What follows belongs to an exercise in optimizing a design on an open flow for small area; a production flow would make more cautious choices. At most, simulation tests tie the RTL to the original design; equivalence was not proved. The RTL of runs 2 to 4 was laid out without a check of its function. No activity file was given, so power comes from the tool's default toggle rates.

===== flow/run.sh =====
#!/bin/bash
# synth_recipe.tcl (not shown) runs the flow's synth.tcl, then flattens the netlist and writes it again
# the make line also repeats each setting of config.mk as NAME=value (left out here)
make -C /OpenROAD-flow-scripts/flow DESIGN_CONFIG=/design/flow/config.mk WORK_HOME=/design/flow/orfs CLKGATE_MAP_FILE= SYNTH_SCRIPT=/design/flow/synth_recipe.tcl finish

===== flow/config.mk =====
export PLATFORM = sky130hd
export DESIGN_NAME = tx_sys
export DESIGN_NICKNAME = tx_sys
export VERILOG_FILES = /design/flow/design.v
export SDC_FILE = /design/flow/constraint.sdc
export NUM_CORES = 4
export LEC_CHECK = 0
export CAP_MARGIN = 20
export CORE_MARGIN = 2
export CORE_UTILIZATION = 40
export SLEW_MARGIN = 20

===== flow/constraint.sdc =====
create_clock -name core_clock -period 20.0 [get_ports {clock}]
set_input_delay 4.0000 -clock core_clock [delete_from_list [all_inputs] [get_ports {clock}]]
set_output_delay 4.0000 -clock core_clock [all_outputs]
set_load 0.01 [all_outputs]

===== flow/design.v =====
module freqADC(reset, clock, adc_clock, adc_tick);
 input reset, clock;
 output adc_clock;
 output adc_tick;
 reg adc_clock;
 integer count;
 assign adc_tick = (count>=50) & ~adc_clock;
 always @(negedge reset or posedge clock)
  begin
   if (reset == 0)
	begin
    adc_clock<=0;
	 count<=0;
   end else
   begin
	 if (count>=50) 
	 begin
	  count<=0;
	  adc_clock<=~adc_clock;
	 end else
	  count<=count+1;
	 end
	end
endmodule
module genStart(reset, clock, ce, adc_start);
 input reset, clock, ce;
 output adc_start;
 reg adc_start;
 integer count;
 always @(negedge reset or posedge clock)
 begin
  if (reset == 0) begin
	adc_start <= 0;
   count<=0;
  end else if (ce) begin 
   if (count >= 16400) begin
    count<=0;
	 adc_start<=1;
	end else begin
    adc_start <= 0;
	 count<=count+1;
	end
  end
 end
endmodule
module adcFSM(reset, ce, adc_start, eoc, adc_data, clock, oe, ale, start, out_data);
 input reset, clock, ce, adc_start, eoc;
 input [7:0] adc_data;
 output oe, ale, start;
 output [7:0] out_data;
 reg oe, ale, start;
 reg [7:0] out_data;
 parameter idle=3'h0, starting=3'h1, waiting=3'h2;
 parameter converting=3'h3, done=3'h4, reading=3'h5;
 reg [2:0] p_state, n_state;
 reg readData;
 integer dly;
 always @(negedge reset or posedge clock)
 begin : ChangeState
  if (reset == 0) begin
   p_state <= idle;
  end else if (ce)
   p_state <= n_state;
 end
 always @(negedge reset or posedge clock)
 begin
  if (reset == 0) begin
   dly<=0;
  end else if (ce) begin
   if (p_state == n_state) dly<=dly+1;
	else dly<=0;
  end
 end
 always @(negedge reset or posedge clock)
 begin : Gen_NextState
  if (reset == 0) begin
   n_state <= idle;
  end else if (ce) begin
  case (p_state)
   idle :
	 if (adc_start == 1) n_state<=starting;
	starting :
	 if (dly>10) n_state<=waiting;
	waiting :
	 if (eoc == 0) n_state<=converting;
	converting :
	 if (eoc == 1) n_state<=done;
	done :
	 if (dly>10) n_state<=reading; 
	reading :
	 n_state <= idle;
	default :
	 n_state <= idle;
	endcase
  end
 end
 always @(negedge reset or posedge clock)
 begin : Gen_ADCSignal
  if (reset == 0) begin
   ale<=0; start<=0; oe<=0; readData<=0;
  end else if (ce) begin
   case(p_state)
	 idle : begin
	  ale<=0; start<=0; oe<=0; readData<=0;
	 end
	 starting : begin
	  ale<=1; start<=1; oe<=0; readData<=0;
	 end
	 waiting : begin
	  ale<=0; start<=0; oe<=0; readData<=0;
	 end
	 converting : begin
	  ale<=0; start<=0; oe<=0; readData<=0;
	 end
	 done : begin
	  ale<=0; start<=0; oe<=1; readData<=0;
	 end
	 reading : begin
	  ale<=0; start<=0; oe<=1; readData<=1;
	 end
	 default : begin
	  ale<=0; start<=0; oe<=0; readData<=0;
	 end
	endcase
  end
 end
 always @(negedge reset or posedge clock)
 begin : Gen_OutputData
  if (reset == 0)
   out_data <= 8'b00000000;
  else if (ce && (p_state == reading) && !readData)
   out_data <= adc_data;
  end
 endmodule 
module adc_Controller(reset, clock, adc_clock, selectInput, eoc, adc_data, start, ale, oe, address, out_data);
 input reset, clock, eoc;
 input [2:0] selectInput;
 input [7:0] adc_data;
 output adc_clock, start, ale, oe;
 output [2:0] address;
 output [7:0] out_data;
 wire rst, adc_start, adc_tick;
 assign rst=~reset;
 assign address=selectInput;
 freqADC U1(rst, clock, adc_clock, adc_tick);
 genStart U2(rst, clock, adc_tick, adc_start);
 adcFSM U3(rst, adc_tick, adc_start, eoc, adc_data, clock, oe, ale, start, out_data);
endmodule
module freq38K(reset,clock,thirtyEightKHz,tick38);
input reset,clock;
output thirtyEightKHz;
output tick38;
reg thirtyEightKHz;
integer count;
assign tick38 = (count>=650) & ~thirtyEightKHz;
always @(negedge reset or posedge clock)
begin
 if (reset == 0)
begin
 thirtyEightKHz <=0;
count <= 0;
end else
begin
 if (count>= 650) begin
count <= 0;
thirtyEightKHz <= ~thirtyEightKHz;
end else
count<= count +1;
end
end
endmodule
module uart_tx(reset, clock, ce, sendCmd, data, txPin, ready);
input reset, clock, ce, sendCmd;
input [7:0] data;
output txPin, ready;
reg txPin, ready;
parameter waiting=1'b0, sending=1'b1;
reg state;
integer cntClock;
integer cntBit;
reg [8:0] txBuffer;
reg beginSending;
reg sendCmd_d;
always @(negedge reset or posedge clock)
begin : Gen_BaudRateClock
 if (reset == 0) cntClock<=0;
 else if (ce) begin
  if (cntClock<15) cntClock<=cntClock+1;
  else cntClock<=0;
 end
end
always @(negedge reset or posedge clock)
begin : Gen_writeSignal
 if (reset == 0) begin
  sendCmd_d<=0;
  beginSending<=0;
 end else begin
  sendCmd_d<=sendCmd;
  if (state == sending)
       beginSending<=0;
  else if (sendCmd && !sendCmd_d)
       beginSending<=1;
 end
end
always @(negedge reset or posedge clock)
begin : State_Transition
 if (reset == 0) begin
  state <= waiting;
  txPin <= 1;
  cntBit <= 0;
 end else if (ce) begin
 case (state)
  waiting : begin
  txPin <= 1;
  cntBit <= 0;
  if (beginSending == 1 ) begin
   state <=sending;
   ready<=0;
   txBuffer<={data, 1'b0};
  end else ready <= 1;
 end
 sending : begin
  if (cntClock == 0)
  begin
   if (cntBit < 10) begin
	 cntBit<=cntBit+1;
	 txPin<=txBuffer[0];
	 txBuffer<={1'b1, txBuffer[8:1]};
	end else state <= waiting;
  end
 end
 default : state <= waiting;
endcase
end
end
endmodule
module tx_sys(eoc, adc_data, adc_clock, start, ale, oe, address, reset, clock, txPin);
 input eoc;
 wire [2:0] selectInput=3'b000;
 input [7:0] adc_data;
 output adc_clock, start, ale, oe;
 output [2:0] address;
 wire [7:0] out_data;
 adc_Controller U6(reset, clock, adc_clock, selectInput, eoc, adc_data, start, ale, oe, address, out_data);
 input reset, clock;
 output txPin;
 wire [7:0] data;
 wire rst, thirtyEightKHz, tick38, ready; 
 reg swSend;
 assign rst=~reset;
 assign data=out_data;
always @(negedge rst or posedge clock) 
 begin
  if (rst == 0) swSend <= 0;
  else swSend <= eoc;
 end
 freq38K U4(rst, clock, thirtyEightKHz, tick38);
 uart_tx U5(rst, clock, tick38, swSend, data, txPin, ready);
 endmodule

==> results of run 1 <==
## stage by stage
stage	worst slack (ps)	instance area, sq um
2_1_floorplan	10070	12100
3_3_place_gp	13200	12600
3_5_place_dp	13200	12600
4_1_cts	13770	13500
5_1_grt	13500	13500
6_report	13900	13500
## path summary, 6_finish.rpt
kind                                 start              to  slack (ps)  cells past startpoint
max reg2reg                U5.cntClock[15]  U5.txBuffer[1]       16720                      6
min                                 swSend    U5.sendCmd_d         430                      0
max                                  reset  U6.U3.readData       13900                      4
min in group asynchronous            reset   U5.cntBit[16]        4100                      2
max in group core_clock           U5.txPin           txPin       14430                      1
min reg2reg                         swSend    U5.sendCmd_d         430                      0
## flip-flops by register name, indices dropped and copies added, names as in the netlist
signal and count:
U6.U3.dly 32, U5.state 1, U5.cntBit 32, U4.count 32, U6.U3.out_data 8, U6.U3.n_state 3, U5.txPin 1, U5.beginSending 1
U5.cntClock 32, U6.U3.oe 1, swSend 1, U5.sendCmd_d 1, U6.U1.adc_clock 1, U4.thirtyEightKHz 1, U6.U3.p_state 3, U6.U3.readData 1
U6.U3.ale 1, U6.U1.count 32, U6.U2.adc_start 1, U6.U2.count 32, U5.txBuffer 9
## logic make-up (layout without fill, tap and decap cells)
group / count (synthesis) / in the layout / share of synthesized area (%)
and+or+nand+nor: 606 / 606 / 26.6
AOI/OAI and AO/OA: 287 / 287 / 14.7
other: 1 / 3 / 0.0309
adders and majority gates: 11 / 11 / 1.13
DFF: 226 / 226 / 47.0
muxes: 21 / 21 / 1.94
buffers and inverters: 101 / 106 / 3.44
xor gates and xnor gates: 72 / 72 / 5.19
## worst max-delay path: cells and delay by family
| family | cells | cell delay (ps) |
|---|---|---|
| buffers and inverters | 4 | 2570 |
## final cells by class
| class | count | area share, % |
|---|---|---|
| timing repair buffer | 30 | 1.95 |
| tap | 390 | 3.62 |
| inverter | 28 | 0.836 |
| sequential | 226 | 42.3 |
| multi-input combinational | 1000 | 45.0 |
| clock buffer | 43 | 6.05 |
| clock inverter | 5 | 0.186 |
## layout by cell type, fill, tap and decap left out, drive strengths merged, types with 15 or more instances in the layout
cell type / n
dfrtp: 216
nor2: 128
o21ai: 104
nand2: 103
nand3: 92
a21oi: 66
o31ai: 56
nor4: 47
clkbuf: 43
and3: 42
nand4: 41
xor2: 39
or4: 33
xnor2: 33
inv: 28
or3: 24
and4: 22
mux2: 20
nor3: 20
and2: 17
clkdlybuf4s50: 15
buf: 15
## Yosys cell counts (8+ instances only)
library cell / number
ha_1: 11
a2111oi_0: 8
a31oi_1: 10
a21oi_1: 66
dfrtp_1: 216
nor3_1: 17
nand4_1: 41
xnor2_1: 33
xor2_1: 39
nor2b_1: 11
or3_1: 24
clkbuf_1: 58
and3_1: 42
nor4_1: 44
o21ai_0: 103
inv_1: 28
and2_1: 16
or4_1: 33
nand2_1: 102
and4_1: 22
mux2_2: 20
nor2_1: 128
nand2b_1: 9
edfxtp_1: 9
o41ai_1: 9
o31ai_1: 56
nand3_1: 92
## where the power goes
group,leakage [nW],internal [mW],switching [mW],total [mW]
Combinational,2.03,0.00204,0.00915,0.0112
Clock,0.419,0.276,0.190,0.467
Sequential,3.07,0.460,0.000131,0.460
## per-layer routing
metal,wire (microns),vias to the layer above
li1,-,4873
met1,13600,4901
met2,12800,142
met3,1020,29
met4,437,0
met5,0,-
==> results.toml, run 1 <==
[outcome]
status = "no timing/DRC/antenna violations"

[worst_setup_path]
crit_required_ps = 20570
crit_slowest_cell = "buf_4"
path_cells = "clkdlybuf4s50_1, inv_8, buf_4, buf_4"
cpMostUsedCell = "buf_4"
end_kind = "async pin"
slowest_delay_ps = 740
cp.arrival_ps = 6670
path_class = "in2async"
cp-start-kind = "input port"
worstPathMaxFanout = 104

[floorplanning]
dieArea_sq_um = 31800
die_y_microns = 178
io_pins = 19
fp.dieW_microns = 178
start_util_pct = 40.7
core-area_sq_um = 29800
rows = 63

[yosys]
avgSynthCellArea_sq_um = 9.16
yosysSeqAreaShare_pct = 47.0
synthFlopType = "dfrtp_1"
synthTopCellsByArea = "dfrtp_1, o21ai_0, nor2_1"
yosys.cell_types.count = 62
syn_area_sq_um = 12100
synth_edf_count = 9
yosysWarnings = 6
synth_top_cell_by_area = "dfrtp_1"
async_flop_share_pct = 96.0
yosys.area.top_type_share_pct = 44.5
ys_seq_elements = 226
syn-instance-count = 1325

[power_and_ir_drop]
power.density_nw_per_um2 = 69.6
report.power.total_mw = 0.938
vdd_drop_max_uv = 56.1
p_leak_nw = 5.52

[detailed_routing]
vias = 9945
drcViolationCount = 0
viasPerCell = 5.78
first_iter_violations = 750
drt-total-wl_mm = 27.8
dr.pass1.iters = 5
wl_per_cell_microns = 16.1
ant_nets = 0

[cts]
cts.clk_slew.worst_paths_ps = 60
tritoncts = "done"
cts_hold_buf = 0
numCtsBuffers = 27
cts_sinks = 226
htreeDepth = 1
clk_latency_ps = 530
cts-root-buf = "clkbuf_16"
post_cts_buffers = 0
clockBufferDepth = 3
cts_resized = 0

[global_routing]
grt_pass1_vias = 9407
grt_max_degree = 105
groute.layer.met1.usage_pct = 25.5
grt_overflow = 0
grtUsageMet2_pct = 29.4
grt_util_met3_pct = 2.62
top_usage_layer = "met2"
antenna_found_initial = 0
groute.usage.overall_pct = 18.0
grt_pass1_wl_mm = 47.8

[cells_and_area]
fin_cells = 1722
multiInputGateArea_sq_um = 6070
finish.utilization_pct = 45.2
num-fill-cells = 2871
nets = 1335
area_growth_pct = 11.0
antenna_cells = 0
drive_above_1_share_pct = 7.36
register_area_sq_um = 5700

[place]
numPortBuffers = 15
placedCellCount = 1674
gp_congestion = 0.772
hpwl_mm = 17.6

[timing]
rsz0062_at_grt = "no"
tns_ps = 0
hold_violations = 0
tightest_slew_ps = 993
post-route-period-util_pct = 30.5
fmax_mhz = 164
setup_viol = 0
maxSlewViolCount = 0
skew_ps = 11.2
hold-worst-slack_ps = 430
slew-limit-headroom_pct = 33.3
period_needed_ps = 6100

[hold_path]
min_path_type = "reg2reg"

[job]
cap_violations = 0
==> inputs of run 2 (changes only) <==
==> flow/design.v (replaced) <==
module tx_sys(eoc, adc_data, adc_clock, start, ale, oe, address, reset, clock, txPin);
 input eoc;
 input [7:0] adc_data;
 input reset, clock;
 output adc_clock, start, ale, oe;
 output [2:0] address;
 output txPin;
 assign address = 3'b000;
 reg [5:0] lfA;
 reg adc_clock;
 wire wrapA = (lfA & 6'b010111) == 6'b000111;    
 wire tickA = wrapA & ~adc_clock;
 always @(posedge clock or posedge reset)
  if (reset) begin
   lfA <= 6'b001110; adc_clock <= 1'b0;
  end else begin
   lfA <= {lfA[4:0], ~(lfA[5] ^ lfA[4]) & ~wrapA};
   if (wrapA) adc_clock <= ~adc_clock;
  end
 reg [14:0] cntS;
 wire adc_start = cntS[14] & cntS[4] & cntS[0];  
 always @(posedge clock or posedge reset)
  if (reset) cntS <= 15'd0;
  else if (tickA) begin
   if (adc_start) cntS <= 15'd1;
   else cntS <= cntS + 15'd1;
  end
 reg [5:0] s;
 assign start = (s >= 6'd3) && (s <= 6'd15);
 assign ale = start;
 assign oe = (s >= 6'd21) && (s <= 6'd35);
 always @(posedge clock or posedge reset)
  if (reset) s <= 6'd0;
  else if (tickA) begin
   case (s)
    6'd0, 6'd35: s <= adc_start ? 6'd1 : 6'd0;
    6'd15, 6'd16: s <= eoc ? 6'd16 : 6'd17;
    6'd18: s <= eoc ? 6'd19 : 6'd18;
    default: s <= s + 6'd1;
   endcase
  end
 reg [7:0] out_data;
 always @(posedge clock or posedge reset)
  if (reset) out_data <= 8'd0;
  else if (tickA && s == 6'd33) out_data <= adc_data;
 reg [9:0] lfU;
 reg clk38;
 wire wrapU = (lfU & 10'b1001110111) == 10'b0001000110;  
 wire tickU = wrapU & ~clk38;
 always @(posedge clock or posedge reset)
  if (reset) begin
   lfU <= 10'b0110011100; clk38 <= 1'b0;
  end else begin
   lfU <= {lfU[8:4], lfU[3] | wrapU, lfU[2:0], ~(lfU[9] ^ lfU[6])};
   if (wrapU) clk38 <= ~clk38;
  end
 reg [3:0] cntClock;
 always @(posedge clock or posedge reset)
  if (reset) cntClock <= 4'd0;
  else if (tickU) cntClock <= cntClock + 4'd1;
 reg swSend, sendCmd_d, beginSending;
 reg [10:0] R;             
 reg txPin;
 wire sending = |R;
 always @(posedge clock or posedge reset)
  if (reset) begin
   swSend <= 1'b0; sendCmd_d <= 1'b0; beginSending <= 1'b0;
  end else begin
   swSend <= eoc;
   sendCmd_d <= swSend;
   if (sending) beginSending <= 1'b0;
   else if (swSend && !sendCmd_d) beginSending <= 1'b1;
  end
 always @(posedge clock or posedge reset)
  if (reset) begin
   R <= 11'd0; txPin <= 1'b1;
  end else if (tickU) begin
   if (!sending) begin
    if (beginSending) R <= {2'b11, out_data, 1'b0};
   end else if (cntClock == 4'd0) begin
    txPin <= R[0];
    R <= {1'b0, R[10:1]};
   end
  end
endmodule
--- a/flow/config.mk
+++ b/flow/config.mk
@@ -7,5 +7,7 @@
 export LEC_CHECK = 0
 export CAP_MARGIN = 20
 export CORE_MARGIN = 2
-export CORE_UTILIZATION = 40
+export CORE_UTILIZATION = 70
+export CTS_BUF_LIST = sky130_fd_sc_hd__clkbuf_4 sky130_fd_sc_hd__clkbuf_2
+export CTS_CLUSTER_SIZE = 30
 export SLEW_MARGIN = 20
==> results.toml, run 2 <==
[timing]
period_needed_ps = 6150
skew_ps = 11.1
setup_slack_ps = 13850
setup_viol = 0
tns_ps = 0
maxSlewViolCount = 0
fmax_mhz = 163
rsz0062_at_grt = "no"
tightest_slew_ps = 802
hold_violations = 0
slew-limit-headroom_pct = 46.3
post-route-period-util_pct = 30.7

[power_and_ir_drop]
p_leak_nw = 1.52
vdd_drop_max_uv = 47.9
p_seq_share_pct = 53.3
power.density_nw_per_um2 = 72.1
switching_power_mw = 0.0521
power.internal_mw = 0.199
switching_share_pct = 20.8
pwr-share-clk_pct = 44.7
combPwrFrac_pct = 2.0

[floorplanning]
fp.dieW_microns = 71.2
io_pins = 19
start_util_pct = 72.5
die_y_microns = 71.2
rows = 24
dieArea_sq_um = 5060
core-area_sq_um = 4350

[place]
numPortBuffers = 15
dp_worst_setup_slack_ps = 14340
gp_congestion = 0.882
hpwl_mm = 3.80

[cells_and_area]
final_common_cell = "dfrtp_1"
final_cell_mix = "dfrtp_1, nand2_1, nand3_1, clkdlybuf4s50_1"
largestRegisters = "cntS: 15 flops, R: 11 flops, lfU: 10 flops"
regMostFlops = "cntS"
drive_above_1_share_pct = 15.6
area_growth_pct = 10.1
largest_reg_flops = 15
nets = 302
antenna_cells = 0

[yosys]
yosys.cell_types.count = 51
yosysSeqAreaShare_pct = 52.7
synthTopCellsByArea = "dfrtp_1, dfstp_2, mux2_1"
syn_area_sq_um = 3160
yosysWarnings = 1
synth_edf_count = 0
yosys.area.top_type_share_pct = 45.2
synth_top_cell_by_area = "dfrtp_1"
yosysMostFrequentCell = "dfrtp_1"
syn-instance-count = 269
avgSynthCellArea_sq_um = 11.7
ys_seq_elements = 66
yosys-top-cells-count = "dfrtp_1, nand2_1, nand3_1"
synthFlopType = "dfrtp_1"
async_flop_share_pct = 100

[worst_setup_path]
end_kind = "primary output"
worstPathMaxFanout = 5
crit_required_ps = 16000
path_class = "reg2out"
cp-start-kind = "flop"
cp.arrival_ps = 2150

[detailed_routing]
viasPerCell = 6.21
ant_nets = 0
first_iter_violations = 147
vias = 2111
dr.pass1.iters = 5
drt-total-wl_mm = 5.74
wl_per_cell_microns = 16.9
drcViolationCount = 0

[outcome]
status = "no timing/DRC/antenna violations"

[global_routing]
grt_pass1_vias = 2134
grt_overflow = 0
groute.layer.met1.usage_pct = 36.0
grt_max_degree = 67
grt_pass1_wl_mm = 9.88
grt_util_met3_pct = 9.83
antenna_found_initial = 0
top_usage_layer = "met2"
grtUsageMet2_pct = 37.1
groute.usage.overall_pct = 25.5

[job]
cap_violations = 0

[cts]
htreeDepth = 3
cts_sinks = 66
cts.clk_slew.worst_paths_ps = 110
clockBufferDepth = 2
cts_hold_buf = 0
numCtsBuffers = 9
cts_resized = 0
tritoncts = "done"
cts-root-buf = "clkbuf_4"
clk_latency_ps = 420
post_cts_buffers = 0

[hold_path]
min_path_type = "reg2reg"
==> run 2: cell count changes after synthesis, sizes merged, moves of 34 or more <==
| cell | delta |
|---|---|
| nor4 | -44 |
| xor2 | -34 |
| dfrtp | -159 |
| a21oi | -58 |
| and3 | -38 |
| clkbuf | -54 |
| o21ai | -95 |
| o31ai | -55 |
| nor2 | -115 |
| nand3 | -77 |
| nand2 | -86 |
==> run 2: final cells by class <==
type | instances | area, sq um
flip-flops and latches | 66 | 1660
multi-input cells | 184 | 1380
fillers | 266 | 877
repair buffers | 16 | 158
clock inverters | 7 | 118
clock buffers | 9 | 67.6
well taps | 52 | 65.1
inverters | 6 | 22.5
==> run 2: logic make-up after synthesis <==
kind of cell | share of synthesized area [%]
buffers and inverters | 3.73
DFF | 52.7
adders and majority gates | 3.17
xor gates and xnor gates | 2.50
AOI/OAI and AO/OA | 8.64
muxes | 8.84
and+or+nand+nor | 20.3
other | 0.119
==> run 2: metrics by stage <==
stage | utilization (%) | hold slack (ps) | std cells | instance area, sq um | power (mW)
final | 79.9 | 366 | 340 | 3480 | 0.251
after global routing | 79.9 | 376 | 340 | 3480 | 0.260
after CTS | 79.9 | 368 | 340 | 3480 | 0.253
after detailed placement | 75.6 | 347 | 324 | 3290 | 0.141
after global placement | 75.6 | 346 | 324 | 3290 | 0.141
after floorplan | - | 345 | 271 | 3160 | 0.139
==> run 2: final timing paths <==
check / startpoint / endpoint / slack [ps] / cells past startpoint
setup / recovery: s[1] / oe / 13850 / 6
hold / removal: lfU[7] / lfU[8] / 370 / 0
setup reg to reg: lfA[1] / cntS[8] / 17740 / 4
hold reg to reg: lfU[7] / lfU[8] / 370 / 0
max in group asynchronous: reset / cntClock[1] / 15380 / 3
min in group asynchronous: reset / cntS[13] / 4110 / 3
==> run 2: worst max-delay path, cell delays in order (launching register included) <==
cell and delay [ps]:
dfrtp_1 440, inv_1 110, ha_1 210, nand2b_1 140
a21o_1 170, a22o_1 190, clkdlybuf4s50_1 480
==> run 2: layer usage <==
metal / routed length (microns) / up-vias
met1: 2840 / 1039
met4: 38 / 0
li1: - / 1018
met2: 2630 / 47
met5: 0 / -
met3: 237 / 7
==> run 2: power groups by stage <==
stage	clock [mW]	sequential, mW	combinational [mW]
2_1_floorplan	0	0.136	0.00272
3_3_place_gp	0	0.136	0.00517
5_1_grt	0.121	0.134	0.00573
4_1_cts	0.114	0.134	0.00517
3_5_place_dp	0	0.136	0.00518
6_report	0.112	0.134	0.00499
==> inputs of run 3 (changes only) <==
--- a/flow/config.mk
+++ b/flow/config.mk
@@ -7,7 +7,5 @@
 export LEC_CHECK = 0
 export CAP_MARGIN = 20
 export CORE_MARGIN = 2
-export CORE_UTILIZATION = 70
-export CTS_BUF_LIST = sky130_fd_sc_hd__clkbuf_4 sky130_fd_sc_hd__clkbuf_2
-export CTS_CLUSTER_SIZE = 30
+export CORE_UTILIZATION = 40
 export SLEW_MARGIN = 20
==> results.toml, run 3 <==
[outcome]
status = "no timing/DRC/antenna violations"

[global_routing]
grt_pass1_wl_mm = 9.88
grt_pass1_vias = 2092
antenna_found_initial = 0
groute.usage.overall_pct = 14.9
grt_max_degree = 67
grt_overflow = 0

[hold_path]
min_path_type = "reg2reg"

[power_and_ir_drop]
p_leak_nw = 1.54
vdd_drop_max_uv = 40.7
power.density_nw_per_um2 = 73.4

[worst_setup_path]
path_cells = "inv_1, ha_1, nand2b_1, a21o_1, a22o_1, clkdlybuf4s50_1"
r2r_slack_ps = 17790
cp-start-kind = "flop"
slowest_delay_ps = 470
path_class = "reg2out"
worstPathMaxFanout = 5
end_kind = "primary output"
cp.arrival_ps = 2040
crit_slowest_cell = "clkdlybuf4s50_1"
crit_required_ps = 16000

[yosys]
yosysSeqAreaShare_pct = 52.7
synth-xor-area-share_pct = 2.50
yosys.cell_types.count = 51
synthAdderAreaFrac_pct = 3.17
yosysWarnings = 1
synth_top_family_by_area = "simple AND/OR/NAND/NOR gates"
synth_top_cell_by_area = "dfrtp_1"
avgSynthCellArea_sq_um = 11.7
syn-instance-count = 269
synthFlopType = "dfrtp_1"
ys_seq_elements = 66
synth_edf_count = 0
synth-compound-area-share_pct = 8.64
synthTopCellsByArea = "dfrtp_1, dfstp_2, mux2_1"
yosysMostFrequentCell = "dfrtp_1"
syn_area_sq_um = 3160
async_flop_share_pct = 100
yosys-top-cells-count = "dfrtp_1, nand2_1, nand3_1"
synthMuxAreaShare_pct = 8.84
synth-simple-area-share_pct = 20.3
yosys.area.top_type_share_pct = 45.2

[timing]
fmax_mhz = 165
period_needed_ps = 6040
tightest_slew_ps = 839
maxSlewViolCount = 0
slew-limit-headroom_pct = 43.8
rsz0062_at_grt = "no"
tns_ps = 0
skew_ps = 9.09
setup_viol = 0
post-route-period-util_pct = 30.2
hold_violations = 0

[floorplanning]
io_pins = 19
die_y_microns = 92.8
core-area_sq_um = 7690
dieArea_sq_um = 8620
start_util_pct = 41.1
rows = 32
fp.dieW_microns = 92.8

[detailed_routing]
vias = 2096
first_iter_violations = 100
drcViolationCount = 0
ant_nets = 0
viasPerCell = 5.37
dr.pass1.iters = 4
wl_per_cell_microns = 14.7
drt-total-wl_mm = 5.72

[cts]
post_cts_buffers = 0
clk_latency_ps = 350
cts.clk_slew.worst_paths_ps = 70
clockBufferDepth = 2
tritoncts = "done"
cts-root-buf = "clkbuf_8"
numCtsBuffers = 9
cts_resized = 0
cts_sinks = 66
htreeDepth = 3
cts_hold_buf = 0

[job]
cap_violations = 0

[place]
numPortBuffers = 15
hpwl_mm = 3.67
dpl_cell_area_sq_um = 3350
gp_congestion = 0.841

[cells_and_area]
finalInstanceArea_sq_um = 3570
drive_above_1_share_pct = 15.6
antenna_cells = 0
regMostFlops = "cntS"
largestRegisters = "cntS: 15 flops, R: 11 flops, lfU: 10 flops"
largest_reg_flops = 15
num-fill-cells = 735
final_cell_mix = "dfrtp_1, nand2_1, nand3_1, clkdlybuf4s50_1"
final_common_cell = "dfrtp_1"
area_growth_pct = 13.2
nets = 302
finish.utilization_pct = 46.5
## run 3: cell counts after synthesis
Identical to the previous run, type by type.
## run 3: stage by stage
step                      worst slack, ps  hold slack [ps]  total power, mW  cells
after floorplan                     14360              345            0.139    271
after global routing                13850              368            0.272    390
after global placement              14350              348            0.141    374
after CTS                           13930              366            0.267    390
after detailed placement            14320              349            0.142    374
final                               13960              365            0.262    390
## run 3: cell families after synthesis
logic type	after synthesis
AOI/OAI and AO/OA	39
xor gates and xnor gates	9
adders and majority gates	8
buffers and inverters	21
DFF	66
muxes	24
other	1
and+or+nand+nor	101
## run 3: area by class of cell
class	instances	area, sq um	share of cell area, %
clock inverter	5	77.6	2.17
tap	102	128	3.57
clock buffer	11	141	3.96
timing repair buffer	16	158	4.41
inverter	6	22.5	0.630
sequential	66	1660	46.5
multi-input combinational	184	1380	38.7
## run 3: metal layers
layer	global-route usage [%]	share of wire, %	routed length [microns]
met5	0	0	0
met4	8.46	2.4	140
met3	4.48	3.5	203
met2	23.8	47	2670
met1	17.7	47	2710
## run 3: where the power goes
part / internal, mW / switching [mW]
Clock: 0.0732 / 0.0505
Sequential: 0.134 / 0.0000898
Combinational: 0.00192 / 0.00301
## run 3: final timing paths
path / from / endpoint / cells past startpoint
worst max register to register: lfA[1] / cntS[3] / 4
max in group asynchronous: reset / lfU[9] / 3
worst min register to register: lfU[7] / lfU[8] / 0
worst max-delay path: s[1] / oe / 6
min in group asynchronous: reset / s[1] / 3
worst min-delay path: lfU[7] / lfU[8] / 0
## run 3: critical path, delay by kind of cell, from the launching register on
kind,cells,cell delay (ps)
buf+inv,2,570
compound gates,2,370
simple gates,1,140
fa+ha+maj,1,200
flops,1,420
==> inputs of run 4 (changes only) <==
==> flow/flow/run.sh (new file) <==
#!/bin/bash
# Own layout flow: the standard ORFS flow with smaller port buffers and
# no CTS dummy loads. Each tool's output goes to a log file in this folder.
set -euo pipefail
cat >> config.mk <<'CFG'
export BUFFER_PORTS_ARGS = -buffer_cell sky130_fd_sc_hd__buf_1
export CTS_ARGS = -sink_clustering_enable -repair_clock_nets -dont_use_dummy_load
CFG
bash standard.sh finish > standard_flow.log 2>&1
==> flow/standard.sh (new file) <==
#!/bin/bash
# synth_recipe.tcl (not shown) runs the flow's synth.tcl, then flattens the netlist and writes it again
# the make line also repeats each setting of config.mk as NAME=value (left out here)
make -C /OpenROAD-flow-scripts/flow DESIGN_CONFIG=/design/flow/config.mk WORK_HOME=/design/flow/orfs CLKGATE_MAP_FILE= SYNTH_SCRIPT=/design/flow/synth_recipe.tcl "${@:-finish}"
--- a/flow/config.mk
+++ b/flow/config.mk
@@ -9,3 +9,5 @@
 export CORE_MARGIN = 2
 export CORE_UTILIZATION = 40
 export SLEW_MARGIN = 20
+export BUFFER_PORTS_ARGS = -buffer_cell sky130_fd_sc_hd__buf_1
+export CTS_ARGS = -sink_clustering_enable -repair_clock_nets -dont_use_dummy_load
removed: flow/run.sh
==> results.toml, run 4 <==
[outcome]
status = "no timing/DRC/antenna violations"

[yosys]
synthMuxAreaShare_pct = 8.84
synth-xor-area-share_pct = 2.50
yosysSeqAreaShare_pct = 52.7
syn-instance-count = 269
yosys-top-cells-count = "dfrtp_1, nand2_1, nand3_1"
syn_area_sq_um = 3160
synth-simple-area-share_pct = 20.3
async_flop_share_pct = 100
synth_top_cell_by_area = "dfrtp_1"
yosys.area.top_type_share_pct = 45.2
synth-compound-area-share_pct = 8.64
yosys.cell_types.count = 51
avgSynthCellArea_sq_um = 11.7
synthFlopType = "dfrtp_1"
synthAdderAreaFrac_pct = 3.17
yosysWarnings = 1
ys_seq_elements = 66
synth_edf_count = 0
synthTopCellsByArea = "dfrtp_1, dfstp_2, mux2_1"
synth_top_family_by_area = "simple AND/OR/NAND/NOR gates"
yosysMostFrequentCell = "dfrtp_1"

[global_routing]
groute.layer.met1.usage_pct = 19.0
grt_max_degree = 67
grt_pass1_vias = 2067
top_usage_layer = "met2"
antenna_found_initial = 0
groute.usage.overall_pct = 14.6
grtUsageMet2_pct = 22.4
grt_pass1_wl_mm = 9.89
grt_overflow = 0
grt_util_met3_pct = 5.45

[detailed_routing]
wl_per_cell_microns = 15.1
dr.pass1.iters = 4
drt-total-wl_mm = 5.79
first_iter_violations = 88
drcViolationCount = 0
vias = 2067
ant_nets = 0
viasPerCell = 5.40

[timing]
tightest_slew_ps = 847
fmax_mhz = 176
skew_ps = 15.1
slew-limit-headroom_pct = 43.3
post-route-period-util_pct = 28.4
hold_violations = 0
maxSlewViolCount = 0
rsz0062_at_grt = "no"
period_needed_ps = 5680
setup_viol = 0
hold-worst-slack_ps = 363
tns_ps = 0

[floorplanning]
fp.dieW_microns = 92.8
start_util_pct = 41.1
die_y_microns = 92.8
io_pins = 19
dieArea_sq_um = 8620
core-area_sq_um = 7690
rows = 32

[cells_and_area]
finish.utilization_pct = 44.0
regMostFlops = "cntS"
nets = 302
final_cell_mix = "dfrtp_1, nand2_1, nand3_1, buf_1"
fin_cells = 383
antenna_cells = 0
drive_above_1_share_pct = 13.9
area_growth_pct = 7.21
finalInstanceArea_sq_um = 3380
final_common_cell = "dfrtp_1"
largestRegisters = "cntS: 15 flops, R: 11 flops, lfU: 10 flops"
largest_reg_flops = 15

[cts]
cts-root-buf = "clkbuf_8"
cts_resized = 0
post_cts_buffers = 0
htreeDepth = 3
clk_latency_ps = 330
numCtsBuffers = 9
cts_hold_buf = 0
cts_sinks = 66
tritoncts = "done"
cts.clk_slew.worst_paths_ps = 60
clockBufferDepth = 2

[power_and_ir_drop]
power.density_nw_per_um2 = 65.1
p_leak_nw = 1.45
vdd_drop_max_uv = 40.1

[worst_setup_path]
critical-path-top-delay-family = "flip-flops"
cp.arrival_ps = 1680
r2r-start = "lfA[1]"
crit_slowest_cell = "dfrtp_1"
path_cells = "inv_1, ha_1, nand2b_1, a21o_1, a22o_1, buf_1"
r2r_end = "cntS[4]"
path_class = "reg2out"
crit_buf_inv = 2
r2r_slack_ps = 17770
crit_required_ps = 16000
cp-start-kind = "flop"
worstPathMaxFanout = 5
slowest_delay_ps = 410
end_kind = "primary output"
reg2reg_depth = 4

[hold_path]
whs_endpoint = "lfU[8]"
min_path_type = "reg2reg"
hp-start = "lfU[7]"
hold_depth = 0

[job]
cap_violations = 0

[place]
placedCellCount = 374
hpwl_mm = 3.73
dpl_cell_area_sq_um = 3260
gp_congestion = 0.849
numPortBuffers = 15
-- run 4: cell counts after synthesis --
No cell type changed its count.
-- run 4: cells by family after synthesis --
family / after synthesis
xor gates and xnor gates: 9
buffers and inverters: 21
AOI/OAI and AO/OA: 39
and+or+nand+nor: 101
muxes: 24
DFF: 66
other: 1
adders and majority gates: 8
-- run 4: cell type report --
class	count	area [sq um]
multi-input cells	184	1380
inverters	6	22.5
well taps	102	128
flip-flops and latches	66	1660
clock buffers	9	124
fillers	740	4300
repair buffers	16	63.8
-- run 4: report_power, final --
part / switching [mW] / internal (mW) / total (mW)
combinational: 0.00306 / 0.000669 / 0.00373
sequential: 0.0000612 / 0.134 / 0.134
clock: 0.0426 / 0.0401 / 0.0827
total: 0.0457 / 0.175 / 0.220
-- run 4: worst max-delay path by stage --
stage / startpoint / endpoint / slack [ps] / depth (start not counted)
after floorplan: reset / R[0] / 14360 / 1
after global routing: s[1] / oe / 14230 / 6
final: s[1] / oe / 14320 / 6
after global placement: s[1] / oe / 14710 / 6
after detailed placement: s[1] / oe / 14670 / 6
after CTS: s[1] / oe / 14310 / 6
-- run 4: metal layers --
metal / routed length, microns / vias to the layer above
met3: 188 / 2
li1: - / 1002
met4: 25 / 0
met1: 2820 / 1035
met5: 0 / -
met2: 2750 / 28
-- run 4: per-stage QoR --
stage          setup slack (ps)  power [mW]
2_1_floorplan             14360       0.139
3_3_place_gp              14710       0.140
3_5_place_dp              14670       0.140
4_1_cts                   14310       0.225
5_1_grt                   14230       0.230
6_report                  14320       0.220
==> inputs of run 5 (changes only) <==
--- a/flow/design.v
+++ b/flow/design.v
@@ -6,17 +6,17 @@
  output [2:0] address;
  output txPin;
  assign address = 3'b000;
- reg [5:0] lfA;
+ reg [5:0] cntA;
  reg adc_clock;
- wire wrapA = (lfA & 6'b010111) == 6'b000111;    
+ wire wrapA = cntA[5] & cntA[4] & cntA[1];       
  wire tickA = wrapA & ~adc_clock;
  always @(posedge clock or posedge reset)
   if (reset) begin
-   lfA <= 6'b001110; adc_clock <= 1'b0;
-  end else begin
-   lfA <= {lfA[4:0], ~(lfA[5] ^ lfA[4]) & ~wrapA};
-   if (wrapA) adc_clock <= ~adc_clock;
-  end
+   cntA <= 6'd0; adc_clock <= 1'b0;
+  end else if (wrapA) begin
+   cntA <= 6'd0; adc_clock <= ~adc_clock;
+  end else
+   cntA <= cntA + 6'd1;
  reg [14:0] cntS;
  wire adc_start = cntS[14] & cntS[4] & cntS[0];  
  always @(posedge clock or posedge reset)
@@ -43,17 +43,17 @@
  always @(posedge clock or posedge reset)
   if (reset) out_data <= 8'd0;
   else if (tickA && s == 6'd33) out_data <= adc_data;
- reg [9:0] lfU;
+ reg [9:0] cntU;
  reg clk38;
- wire wrapU = (lfU & 10'b1001110111) == 10'b0001000110;  
+ wire wrapU = cntU[9] & cntU[7] & cntU[3] & cntU[1];  
  wire tickU = wrapU & ~clk38;
  always @(posedge clock or posedge reset)
   if (reset) begin
-   lfU <= 10'b0110011100; clk38 <= 1'b0;
-  end else begin
-   lfU <= {lfU[8:4], lfU[3] | wrapU, lfU[2:0], ~(lfU[9] ^ lfU[6])};
-   if (wrapU) clk38 <= ~clk38;
-  end
+   cntU <= 10'd0; clk38 <= 1'b0;
+  end else if (wrapU) begin
+   cntU <= 10'd0; clk38 <= ~clk38;
+  end else
+   cntU <= cntU + 10'd1;
  reg [3:0] cntClock;
  always @(posedge clock or posedge reset)
   if (reset) cntClock <= 4'd0;
==> flow/run.sh (new file) <==
#!/bin/bash
# synth_recipe.tcl (not shown) runs the flow's synth.tcl, then flattens the netlist and writes it again
# the make line also repeats each setting of config.mk as NAME=value (left out here)
make -C /OpenROAD-flow-scripts/flow DESIGN_CONFIG=/design/flow/config.mk WORK_HOME=/design/flow/orfs CLKGATE_MAP_FILE= SYNTH_SCRIPT=/design/flow/synth_recipe.tcl finish
--- a/flow/config.mk
+++ b/flow/config.mk
@@ -9,5 +9,3 @@
 export CORE_MARGIN = 2
 export CORE_UTILIZATION = 40
 export SLEW_MARGIN = 20
-export BUFFER_PORTS_ARGS = -buffer_cell sky130_fd_sc_hd__buf_1
-export CTS_ARGS = -sink_clustering_enable -repair_clock_nets -dont_use_dummy_load
removed: flow/flow/run.sh
removed: flow/standard.sh
==> results.toml, run 5 <==
[cells_and_area]
drive_above_1_share_pct = 10.8
final_cell_mix = "dfrtp_1, nor2_1, nand2_1"
antenna_cells = 0
regMostFlops = "cntS"
largest_reg_flops = 15
area_growth_pct = 12.7
final_common_cell = "dfrtp_1"
nets = 349
largestRegisters = "cntS: 15 flops, R: 11 flops, cntU: 10 flops"
finalInstanceArea_sq_um = 3660

[timing]
slew-limit-headroom_pct = 35.1
maxSlewViolCount = 0
setup_slack_ps = 13900
hold_violations = 0
skew_ps = 13.6
post-route-period-util_pct = 30.5
period_needed_ps = 6100
rsz0062_at_grt = "no"
tightest_slew_ps = 969
fmax_mhz = 164
setup_viol = 0
tns_ps = 0

[power_and_ir_drop]
vdd_drop_max_uv = 37.0
combPwrFrac_pct = 2.5
power.internal_mw = 0.196
pwr-share-clk_pct = 44.3
switching_power_mw = 0.0579
p_leak_nw = 1.60
switching_share_pct = 22.8
p_seq_share_pct = 53.2
power.density_nw_per_um2 = 69.2

[place]
hpwl_mm = 3.80
gp_congestion = 0.802
numPortBuffers = 15
dpl_cell_area_sq_um = 3460
dp_worst_setup_slack_ps = 14270

[detailed_routing]
viasPerCell = 5.12
wl_per_cell_microns = 13.0
ant_nets = 0
drt-total-wl_mm = 5.63
drcViolationCount = 0
first_iter_violations = 74
vias = 2221
dr.pass1.iters = 4

[cts]
htreeDepth = 3
cts_hold_buf = 0
cts-root-buf = "clkbuf_8"
clockBufferDepth = 2
cts_resized = 0
tritoncts = "done"
clk_latency_ps = 340
cts.clk_slew.worst_paths_ps = 70
numCtsBuffers = 9
post_cts_buffers = 0
cts_sinks = 66

[global_routing]
grt_max_degree = 67
grt_overflow = 0
antenna_found_initial = 0
grt_pass1_vias = 2124
groute.usage.overall_pct = 14.3
grt_pass1_wl_mm = 9.89

[floorplanning]
fp.dieW_microns = 94.1
die_y_microns = 94.1
rows = 32
start_util_pct = 41.6
core-area_sq_um = 7810
io_pins = 19
dieArea_sq_um = 8860

[worst_setup_path]
r2r_end = "R[0]"
end_kind = "primary output"
cp.arrival_ps = 2100
r2r_slack_ps = 17310
r2r-start = "R[3]"
crit_required_ps = 16000
worstPathMaxFanout = 11
cp-start-kind = "flop"
path_class = "reg2out"
reg2reg_depth = 4

[hold_path]
hp-start = "swSend"
min_path_type = "reg2reg"
hold_depth = 0
whs_endpoint = "sendCmd_d"

[yosys]
syn-instance-count = 313
synth_edf_count = 0
yosys-top-cells-count = "dfrtp_1, nor2_1, inv_1, nand2_1, a21oi_1"
yosysMostFrequentCell = "dfrtp_1"
ys_seq_elements = 66
async_flop_share_pct = 100
synth_top_cell_by_area = "dfrtp_1"
synthFlopType = "dfrtp_1"
yosys.area.top_type_share_pct = 50.0
syn_area_sq_um = 3250
yosysSeqAreaShare_pct = 50.8
avgSynthCellArea_sq_um = 10.4
yosys.cell_types.count = 48
yosysWarnings = 1
synthTopCellsByArea = "dfrtp_1, ha_1, xnor2_1"

[job]
cap_violations = 0

[outcome]
status = "no timing/DRC/antenna violations"
run 5: changes by cell type in the layout (fill, tap and decap cells not counted), sizes merged, moves of 10 or more:
cell	change
buf	-15
inv	+15
nor2	+10
a21oi	+11
clkdlybuf4s50	+15
mux2	-10
run 5: metrics by stage:
step,hold WS (ps),instances,power [mW],utilization (%)
2_1_floorplan,347,315,0.141,-
3_3_place_gp,358,418,0.144,44.4
3_5_place_dp,363,418,0.144,44.4
4_1_cts,372,434,0.259,46.9
5_1_grt,387,434,0.265,46.9
6_report,371,434,0.253,46.9
run 5: worst max-delay path by stage:
stage,startpoint,endpoint,slack (ps),cells after the start
after floorplan,reset,R[0],14350,1
after CTS,s[3],oe,13880,5
after detailed placement,s[3],oe,14270,5
final,s[3],oe,13900,5
after global placement,s[3],oe,14290,5
after global routing,s[3],oe,13730,5
run 5: power by group through the flow:
stage	Clock, mW	Combinational (mW)	Sequential [mW]
3_3_place_gp	0	0.00660	0.137
5_1_grt	0.123	0.00745	0.135
2_1_floorplan	0	0.00390	0.137
3_5_place_dp	0	0.00673	0.138
4_1_cts	0.117	0.00676	0.135
6_report	0.112	0.00638	0.135
run 5: logic make-up after synthesis:
kind of cell / Yosys count / synth area share, %
fa+ha+maj: 11 / 4.23
simple gates: 109 / 17.8
xor+xnor: 20 / 5.39
other cells: 1 / 0.115
buf+inv: 35 / 4.77
flops: 66 / 50.8
mux: 21 / 7.51
compound gates: 50 / 9.32
run 5: routing by layer:
metal	vias to the layer above	GRT usage (%)	wire, microns
met5	-	0	0
met4	0	5.07	61
met3	4	4.33	162
met2	26	20.9	2500
met1	1071	20.0	2900
li1	1120	-	-
run 5: worst max-delay path: stages, from the launching register on:
cell and delay [ps]:
dfrtp_1 490, nor3_1 420, nand2_1 100, a21oi_1 130
a21o_1 100, clkdlybuf4s50_1 520
run 5: cell type report:
cell class	instances	area, sq um
Tap cell	102	128
Sequential cell	66	1650
Fill cell	742	4140
Inverter	20	75.1
Multi-Input combinational cell	214	1450
Clock inverter	7	77.6
Clock buffer	9	124
Timing Repair Buffer	16	158

re-timing with driven ports:
The results above use ideal ports. As a check the final layouts listed here were re-extracted and re-timed, cells and wires unchanged. Step 1 assumes that a clkbuf_16 drives the clock port and a buf_2 every other input. Step 2 also shifts input and output timing later by t, the mid clock arrival at the registers, as if the neighbouring blocks saw the same clock. Three values: ideal, step 1, step 2; two values: the first two.
run | t (ns) | slack for setup (ns) | worst data-port slew with drivers (ns)
run 1 | 0.575 | 13.900 / 13.921 / 13.346 | 0.04
run 2 | 0.435 | 13.853 / 13.828 / 14.264 | 0.04
run 3 | 0.374 | 13.956 / 13.926 / 14.300 | 0.03
run 4 | 0.354 | 14.318 / 14.289 / 14.643 | 0.03
run 5 | 0.367 | 13.896 / 13.864 / 14.231 | 0.03
After both steps every run listed still meets setup and hold. For run 1, which loses most, drivers alone change the setup slack by +0.021 ns; drivers and shift together by -0.554 ns. Setup slack includes reset recovery checks.
